Context: an optimization exercise on an open-source flow, tuned for small area. The choices shown serve that exercise and are no tape-out recipe.
Function was checked by simulation only, so behaviour that the tests miss may differ from the original.
Power figures rest on the tool's default switching activity, not on a simulated workload.

Design usb_top, start of the top module:
module usb_top (gclk, reset_l, cs1_l, SYN_GEN_LD, CRC_16, TX_LOAD, TX_DATA,
                TX_LAST_BYTE, RX_LOAD, error_crc_rx, TX_READY_LD, T_lastbit,
                qualify_out, DATA, RX_READY_LD, RX_LAST_BYTE);
For scale: roughly 670 cells after synthesis, ~140 flip-flops, roughly 38 I/O pins.
Settings: LEC_CHECK=0, ABC_AREA=1, CAP_MARGIN=20, CORE_MARGIN=2, CORE_UTILIZATION=40, SLEW_MARGIN=20; clock period 6.0 ns.
run.sh (not shown) runs the stock make flow with config.mk's settings and CLKGATE_MAP_FILE= SYNTH_SCRIPT=/design/flow/synth_recipe.tcl, a recipe that flattens the netlist after the stock synthesis.
Next try:
- ABC_AREA: 1 -> default
Result: The changed run finished with timing, DRC and antenna clean; clock skew is higher by 0.0068 ns; sequential cell count stays the same; synthesized area decreases by about 0.8%; wire length goes down by about 4.6%.

* * *

== job 4669 ==
Another version of the RTL of usb_top (not shown whole).
Size in the first run: ~470 cells after synthesis, ~130 flip-flops.
// usb_top
module usb_top (gclk, reset_l, cs1_l, SYN_GEN_LD, CRC_16, TX_LOAD, TX_DATA,
                TX_LAST_BYTE, RX_LOAD, error_crc_rx, TX_READY_LD, T_lastbit,
                qualify_out, DATA, RX_READY_LD, RX_LAST_BYTE);
export LEC_CHECK = 0
export CAP_MARGIN = 20
export CORE_MARGIN = 2
export CORE_UTILIZATION = 40
export SLEW_MARGIN = 20
create_clock -name core_clock -period 6.0 [get_ports {gclk}]
standard.sh (not shown) runs the stock make flow with config.mk's settings and CLKGATE_MAP_FILE= SYNTH_SCRIPT=/design/flow/synth_recipe.tcl, a recipe that flattens the netlist after the stock synthesis.
==> flow/flow/run.sh <==
#!/bin/bash
# Layout flow: ORFS synthesis with an area-oriented ABC mapping (the
# registers are the standard synthesis's: only combinational mapping
# changes), then the standard layout with the smallest port buffer
# cell and a clock tree of small buffers without dummy loads.
set -euo pipefail
W="$PWD"
make -C "$FLOW_HOME" DESIGN_CONFIG="$W/config.mk" WORK_HOME="$W/orfs" CLKGATE_MAP_FILE= \
  SYNTH_SCRIPT="$W/flow/synth.tcl" synth > "$W/synth.log" 2>&1
export BUFFER_PORTS_ARGS="-buffer_cell sky130_fd_sc_hd__buf_1"
export CTS_ARGS="-sink_clustering_enable -repair_clock_nets -dont_use_dummy_load -buf_list sky130_fd_sc_hd__clkbuf_8"
bash standard.sh finish > "$W/layout.log" 2>&1
==> flow/flow/synth.tcl <==
# Standard ORFS synthesis (as synth_recipe.tcl) with two changes to the
# combinational mapping only: ABC runs its default area-oriented script
# without the speed script, delay target and drive constraints, and adders
# are left to ABC instead of the half/full adder cells.
proc synth {args} { yosys synth -nofsm -noshare {*}$args }
proc abc {args} {
  set out {}
  set skip 0
  foreach a $args {
    if {$skip} { set skip 0; continue }
    if {$a eq "-script" || $a eq "-constr" || $a eq "-D"} { set skip 1; continue }
    lappend out $a
  }
  yosys abc {*}$out
}
set ::env(ADDER_MAP_FILE) ""
source $::env(SCRIPTS_DIR)/synth.tcl
# left out here: clear keep_hierarchy, flatten, clean up, hide names made inside functions, write 1_2_yosys.v
diff inputs: job 4669 => job 1011
==> flow/flow/run.sh <==
#!/bin/bash
# Standard synthesis and layout, with two changes after synthesis:
# port buffers use the smallest buffer cell, and clock tree synthesis
# inserts no dummy loads.
set -euo pipefail
bash standard.sh synth > synth.log 2>&1
export BUFFER_PORTS_ARGS="-buffer_cell sky130_fd_sc_hd__buf_1"
export CTS_ARGS="-sink_clustering_enable -repair_clock_nets -dont_use_dummy_load -buf_list \"sky130_fd_sc_hd__clkbuf_2 sky130_fd_sc_hd__clkbuf_4\""
export RECOVER_POWER=100
bash standard.sh finish > layout.log 2>&1
removed: flow/flow/synth.tcl
Notes after the runs:
Looking across job 1011 and job 4669, the single run that reached the end with no open violations was job 4669.
Job 1011 finished all stages; however, its layout fails the closing checks, the failures being capacitance limit, slew limit.
Diff job 4669 -> job 1011: adder-cell area share of the yosys netlist went up by 3.6 points, global-route wire length before repair went up by about 8%, die area went up by about 9%, cell area after layout went up by 4.0%.
Summary of the comparison: number of placement rows is higher in job 1011, relative to job 4669.
Changes observed in job 1011 relative to job 4669: non-clock buffer count higher; weighted congestion reported at the end of routability-driven placement shows a reduction of 7.7%; hold slack increased by 8.9 ps relative to the old numbers.
Of job 1011 and job 4669, the run reporting the lower setup slack was job 1011.
What job 393 does differently from job 1011 at the input level:
--- a/flow/flow/run.sh
+++ b/flow/flow/run.sh
@@ -8,2 +8 @@
-export CTS_ARGS="-sink_clustering_enable -repair_clock_nets -dont_use_dummy_load -buf_list \"sky130_fd_sc_hd__clkbuf_2 sky130_fd_sc_hd__clkbuf_4\""
-export RECOVER_POWER=100
+export CTS_ARGS="-sink_clustering_enable -repair_clock_nets -dont_use_dummy_load -buf_list sky130_fd_sc_hd__clkbuf_4"
Findings:
- Job 393 was carried through to the last stage, and its layout satisfied the timing, design-rule and antenna checks.
- [compare] base=job 1011 new=job 393: static leakage has increased, peak supply drop shows a reduction of 0.39%, utilization increased 0.54 points.
Relative to job 393, the following input files were edited for job 6458:
--- a/flow/flow/run.sh
+++ b/flow/flow/run.sh
@@ -8 +8 @@
-export CTS_ARGS="-sink_clustering_enable -repair_clock_nets -dont_use_dummy_load -buf_list sky130_fd_sc_hd__clkbuf_4"
+export CTS_ARGS="-sink_clustering_enable -repair_clock_nets -dont_use_dummy_load"
Notes after the runs:
- Worst setup slack delta (job 6458 − job 393): favourable
- Job 393 has a lower share of power burned in the clock network than job 6458.
- ~same global-route usage in job 393 and job 6458
- Wire length for job 6458 is higher than for job 393.
Setup changes, job 6458 to job 4804
--- a/flow/flow/run.sh
+++ b/flow/flow/run.sh
@@ -8 +8,2 @@
-export CTS_ARGS="-sink_clustering_enable -repair_clock_nets -dont_use_dummy_load"
+export CTS_ARGS="-sink_clustering_enable -repair_clock_nets -dont_use_dummy_load -buf_list sky130_fd_sc_hd__clkbuf_4"
+export RECOVER_POWER=100
Results
- Across job 6458 and job 4804, a clean result was obtained everywhere but in job 4804.
- Horizontal die dimension came out exactly the same in job 6458 and job 4804.
- Compared with job 6458, in job 4804 share of the final layout cell area in sequential cells rose 2.9 points, total power divided by cell area moved down.
- Comparing job 6458 and job 4804, fraction of power consumed by the clock network is higher on job 6458.

* * *

Setup of the previous run:
The RTL this note starts from:
==> flow/design.v <==
module usb_top (gclk, reset_l, cs1_l, SYN_GEN_LD, CRC_16, TX_LOAD, TX_DATA,
                TX_LAST_BYTE, RX_LOAD, error_crc_rx, TX_READY_LD, T_lastbit,
                qualify_out, DATA, RX_READY_LD, RX_LAST_BYTE);
input        gclk;
input        reset_l;
input        cs1_l;
input        SYN_GEN_LD;
input        CRC_16;
input        TX_LOAD;
input  [7:0] TX_DATA;
input        TX_LAST_BYTE;
input        RX_LOAD;
output       error_crc_rx;
output       TX_READY_LD;
output       T_lastbit;
output [8:0] qualify_out;
output [7:0] DATA;
output       RX_READY_LD;
output       RX_LAST_BYTE;
reg        w1, w2, act2;           
reg  [7:0] sh1, sh2;
reg  [4:0] c1, c2;                 
reg        lbf, crcf;
reg  [3:0] crccnt;
reg  [4:0] pcc;
reg  [5:0] ds;                     
wire       halt = &ds;
wire       done1 = (c1 == 5'd8);
wire       done2 = (c2 == 5'd8);
wire       a1 = w1 & ~act2;
wire       a2 = w2 & act2;
wire       tcs = a1 | a2;
wire       tdo_bit = act2 ? sh2[0] : sh1[0];
wire       crc_done = CRC_16 ? (crccnt == 4'd14) : (crccnt == 4'd3);
wire       tl1 = lbf & ~(w1 | w2);
reg        tl2;
assign     T_lastbit = tl1 | tl2;
assign     TX_READY_LD = ~(w1 & w2) & ~halt;
wire       start = tcs | (CRC_16 & (T_lastbit | crcf)) | (&pcc);
always @(posedge gclk or negedge reset_l)
  if (!reset_l) begin
    w1 <= 1'b0; w2 <= 1'b0;
  end else if ((TX_LOAD | SYN_GEN_LD) & ~w1) w1 <= 1'b1;
  else if (TX_LOAD & ~w2) w2 <= 1'b1;
  else if (done1) w1 <= 1'b0;
  else if (done2) w2 <= 1'b0;
always @(posedge gclk or negedge reset_l)
  if (!reset_l) act2 <= 1'b0;
  else if (done2) act2 <= 1'b0;
  else if (done1) act2 <= 1'b1;
always @(posedge gclk or negedge reset_l)
  if (!reset_l) sh1[0] <= 1'b0;
  else if (~halt) begin
    if (SYN_GEN_LD) sh1[0] <= 1'b0;
    else if (TX_LOAD & ~w1) sh1[0] <= TX_DATA[0];
    else if (a1) sh1[0] <= sh1[1];
  end
always @(posedge gclk)
  if (~halt) begin
    if (SYN_GEN_LD) sh1[7:1] <= 7'h40;
    else if (TX_LOAD & ~w1) sh1[7:1] <= TX_DATA[7:1];
    else if (a1) sh1[7:1] <= {1'b0, sh1[7:2]};
  end
always @(posedge gclk or negedge reset_l)
  if (!reset_l) sh2 <= 8'h00;
  else if (~halt) begin
    if (TX_LOAD & ~w2 & w1) sh2 <= TX_DATA;
    else if (a2) sh2 <= {1'b0, sh2[7:1]};
  end
always @(negedge gclk or negedge reset_l)
  if (!reset_l) c1 <= 5'd0;
  else if (~halt) begin
    if (a1) c1 <= c1 + 5'd1;
    else if (done1) c1 <= 5'd0;
  end
always @(negedge gclk or negedge reset_l)
  if (!reset_l) c2 <= 5'd0;
  else if (~halt) begin
    if (a2) c2 <= c2 + 5'd1;
    else if (done2) c2 <= 5'd0;
  end
always @(negedge gclk or negedge reset_l)
  if (!reset_l) tl2 <= 1'b0;
  else tl2 <= tl1;
always @(posedge gclk or negedge reset_l)
  if (!reset_l) lbf <= 1'b0;
  else if (TX_LAST_BYTE) lbf <= 1'b1;
  else if (T_lastbit) lbf <= 1'b0;
always @(posedge gclk or negedge reset_l)
  if (!reset_l) crcf <= 1'b0;
  else if (T_lastbit) crcf <= 1'b1;
  else if (crc_done) crcf <= 1'b0;
always @(posedge gclk or negedge reset_l)
  if (!reset_l) crccnt <= 4'd0;
  else if (crc_done) crccnt <= 4'd0;
  else if (crcf) crccnt <= crccnt + 4'd1;
always @(posedge gclk or negedge reset_l)
  if (!reset_l) pcc <= 5'd0;
  else if (tcs & ~CRC_16 & ~halt) pcc <= pcc + 5'd1;
reg start_txd, tdv, tdo, vd;
always @(posedge gclk) begin
  if (~cs1_l | ~start) ds <= 6'd0;
  else ds <= {ds[4:0], tdo_bit & ~halt};
  start_txd <= cs1_l & start;
  tdv <= start_txd;
  if (~start_txd) tdo <= 1'b1;
  else if (~ds[0]) tdo <= ~tdo;
end
always @(posedge gclk or negedge reset_l)
  if (!reset_l) vd <= 1'b0;
  else vd <= tdv;
wire send_eop = vd & ~tdv;
wire rxd = tdo & ~send_eop;
localparam S_WAIT = 3'd0, S_PID = 3'd1, S_FRAME = 3'd2, S_DEV = 3'd3,
           S_DATA = 3'd4, S_EP = 3'd5, S_CRC5 = 3'd6, S_ERR = 3'd7;
reg  [9:0] in8;                    
reg  [7:0] nsync;                  
reg        eop;
reg  [2:0] state, next_state;
reg  [3:0] xc;                     
wire       pa = (state != S_WAIT);
wire       sync_found = ~pa & (nsync == 8'hab);
wire       kmode = (state == S_DEV) | (state == S_EP) | (state == S_FRAME);
wire       dc = kmode & ((in8[6:0] == 7'h00) | (in8[6:0] == 7'h7f));
wire       dec = (xc == 4'd8) & ~kmode;
wire [7:0] pid = in8[7:0];
wire       p_sof = (pid == 8'h6c);
wire       p_ios = (pid == 8'h4e) | (pid == 8'h50) | (pid == 8'h72);
wire       p_dat = (pid == 8'h28) | (pid == 8'h36);
wire       p_pre = (pid == 8'h82);
wire       p_known = p_sof | p_ios | p_dat | p_pre | (pid == 8'hd8) | (pid == 8'hc6) | (pid == 8'hfa);
always @(posedge gclk) begin
  in8 <= {in8[8:0], rxd};
  eop <= send_eop;
end
always @(posedge gclk or negedge reset_l)
  if (!reset_l) nsync <= 8'h00;
  else if (~pa) nsync <= {nsync[6:0], ~rxd};
always @(*) begin
  next_state = state;
  case (state)
    S_WAIT:  if (sync_found) next_state = S_PID;
    S_PID:   if (eop) next_state = S_WAIT;
             else if (dec) begin
               if (p_pre) next_state = S_PID;
               else if (p_dat) next_state = S_DATA;
               else if (p_ios) next_state = S_DEV;
               else if (p_sof) next_state = S_FRAME;
               else if (~p_known) next_state = S_ERR;
             end
    S_DEV:   if (eop) next_state = S_WAIT; else if (xc == 4'd6) next_state = S_EP;
    S_EP:    if (eop) next_state = S_WAIT; else if (xc == 4'd10) next_state = S_CRC5;
    S_FRAME: if (eop) next_state = S_WAIT; else if (xc == 4'd10) next_state = S_CRC5;
    default: if (eop) next_state = S_WAIT;
  endcase
end
always @(posedge gclk or negedge reset_l)
  if (!reset_l) state <= S_WAIT;
  else state <= next_state;
always @(posedge gclk or negedge reset_l)
  if (!reset_l) xc <= 4'd0;
  else if (sync_found) xc <= 4'd1;
  else if (kmode) xc <= eop ? 4'd0 : (dc ? xc : xc + 4'd1);
  else if ((state == S_PID) & dec & ~eop & (p_sof | p_ios)) xc <= 4'd0;
  else if (xc != 4'd0) xc <= xc + 4'd1;
reg  [2:0] sd1, sd2;
reg        v1, v2, en1, q0;
always @(posedge gclk) begin
  sd1 <= state; sd2 <= sd1;
  en1 <= eop; q0 <= en1;
end
always @(posedge gclk or negedge reset_l)
  if (!reset_l) begin v1 <= 1'b0; v2 <= 1'b0; end
  else begin v1 <= 1'b1; v2 <= v1; end
assign qualify_out[8] = v2 & (sd2 == S_WAIT);
assign qualify_out[7] = (sd2 == S_PID);
assign qualify_out[6] = (sd2 == S_DEV);
assign qualify_out[5] = (sd2 == S_EP);
assign qualify_out[4] = (sd2 == S_CRC5);
assign qualify_out[3] = (sd2 == S_FRAME);
assign qualify_out[2] = (sd2 == S_DATA);
assign qualify_out[1] = (sd2 == S_ERR);
assign qualify_out[0] = q0;
wire       cs2 = (sd2 != S_WAIT) & ~q0;
reg  [3:0] wc;                     
always @(posedge gclk) begin
  wc <= ~cs2 ? 4'd0 : (wc[3] ? wc : wc + 4'd1);
end
wire halt_rx = cs2 & (wc[3] | (wc[2] & wc[1])) & (in8[2] != in8[3]) &
               (in8[9:3] == 7'h00 | in8[9:3] == 7'h7f);
wire rdi = (in8[2] == in8[3]);
wire cwe = cs2 & wc[3];
assign RX_LAST_BYTE = ~(cs2 & (wc != 4'd0));
reg  [4:0]  n5;
reg  [15:0] n16;
reg         err16;
wire        chk = qualify_out[0];
wire        si5 = ~(rdi ^ n5[4]) & cwe;
wire        si16 = ~(rdi ^ n16[15]) & cwe;
always @(posedge gclk or negedge reset_l)
  if (!reset_l) begin
    n5 <= 5'h00; n16 <= 16'h0000; err16 <= 1'b0;
  end else begin
    if (~halt_rx) begin
      n5 <= {n5[3], n5[2], n5[1] ^ si5, n5[0], cwe & ~si5};
      n16 <= {n16[14] ^ si16, n16[13:2], n16[1] ^ si16, n16[0], cwe & ~si16};
    end
    if (chk & (n16 != 16'h7ff2)) err16 <= 1'b1;
  end
wire err5 = chk & (n5 != 5'b10011);
assign error_crc_rx = qualify_out[2] ? err16 : err5;
reg [7:0] rsh;
reg [3:0] rcnt;
reg [7:0] data_out;
reg       rdy;
always @(posedge gclk)
  if (~halt_rx & cs2) rsh <= {rdi, rsh[7:1]};
always @(negedge gclk)
  if (~halt_rx) begin
    if (~cs2) rcnt <= 4'hf;
    else if (rcnt == 4'd7) rcnt <= 4'd0;
    else rcnt <= rcnt + 4'd1;
  end
always @(negedge gclk or negedge reset_l)
  if (!reset_l) begin
    data_out <= 8'h00; rdy <= 1'b0;
  end else if (rcnt == 4'd7) begin
    data_out <= rsh; rdy <= 1'b1;
  end else if (RX_LOAD) rdy <= 1'b0;
assign DATA = data_out;
assign RX_READY_LD = rdy;
endmodule
Settings: LEC_CHECK=0, CAP_MARGIN=20, CORE_MARGIN=2, CORE_UTILIZATION=40, SLEW_MARGIN=20; clock period 6.0 ns.
==> flow/flow/run.sh <==
#!/bin/bash
# Layout flow: ORFS synthesis with an area-oriented ABC mapping (the
# registers are the standard synthesis's: only combinational mapping
# changes), then the standard layout with the smallest port buffer
# cell and a clock tree of small buffers without dummy loads.
set -euo pipefail
W="$PWD"
make -C "$FLOW_HOME" DESIGN_CONFIG="$W/config.mk" WORK_HOME="$W/orfs" CLKGATE_MAP_FILE= \
  SYNTH_SCRIPT="$W/flow/synth.tcl" synth > "$W/synth.log" 2>&1
export BUFFER_PORTS_ARGS="-buffer_cell sky130_fd_sc_hd__buf_1"
export CTS_ARGS="-sink_clustering_enable -repair_clock_nets -dont_use_dummy_load -buf_list sky130_fd_sc_hd__clkbuf_4"
bash standard.sh finish > "$W/layout.log" 2>&1
==> flow/flow/synth.tcl <==
# Standard ORFS synthesis (as synth_recipe.tcl) with two changes to the
# combinational mapping only: ABC runs its default area-oriented script
# without the speed script, delay target and drive constraints, and adders
# are left to ABC instead of the half/full adder cells.
proc synth {args} { yosys synth -nofsm -noshare {*}$args }
proc abc {args} {
  set out {}
  set skip 0
  foreach a $args {
    if {$skip} { set skip 0; continue }
    if {$a eq "-script" || $a eq "-constr" || $a eq "-D"} { set skip 1; continue }
    lappend out $a
  }
  yosys abc {*}$out
}
set ::env(ADDER_MAP_FILE) ""
source $::env(SCRIPTS_DIR)/synth.tcl
# left out here: clear keep_hierarchy, flatten, clean up, hide names made inside functions, write 1_2_yosys.v
--- input diff the previous run..the current run ---
==> flow/run.sh (new file) <==
#!/bin/bash
# synth_recipe.tcl (not shown) runs the flow's synth.tcl, then flattens the netlist and writes it again
# the make line also repeats each setting of config.mk as NAME=value (left out here)
make -C /OpenROAD-flow-scripts/flow DESIGN_CONFIG=/design/flow/config.mk WORK_HOME=/design/flow/orfs CLKGATE_MAP_FILE= SYNTH_SCRIPT=/design/flow/synth_recipe.tcl finish
removed: flow/flow/run.sh
removed: flow/flow/synth.tcl
removed: flow/standard.sh
## What came out
- Compared with the previous run, the current run shows via count of the first global-routing pass that has gone up by a little under 10%.
- The lower adder and majority cell fraction of the synthesized area came out of the previous run.
- Layout multi-input combinational cell count went up by more than 10% going from the previous run to the current run.
- The previous run reports its commonest non-fill, non-tap cell in the layout as sky130_fd_sc_hd__dfrtp_1 while the current run reports sky130_fd_sc_hd__nand2_1.
- Cell area ended up 18% higher on the current run than on the previous run.
- Taking the previous run as the reference, in the current run insertion delay of the later-clocked pin in the worst-skew pair went down 70 ps; worst setup slack went down 270 ps; sequential power held; routed wire length went up about 8%.
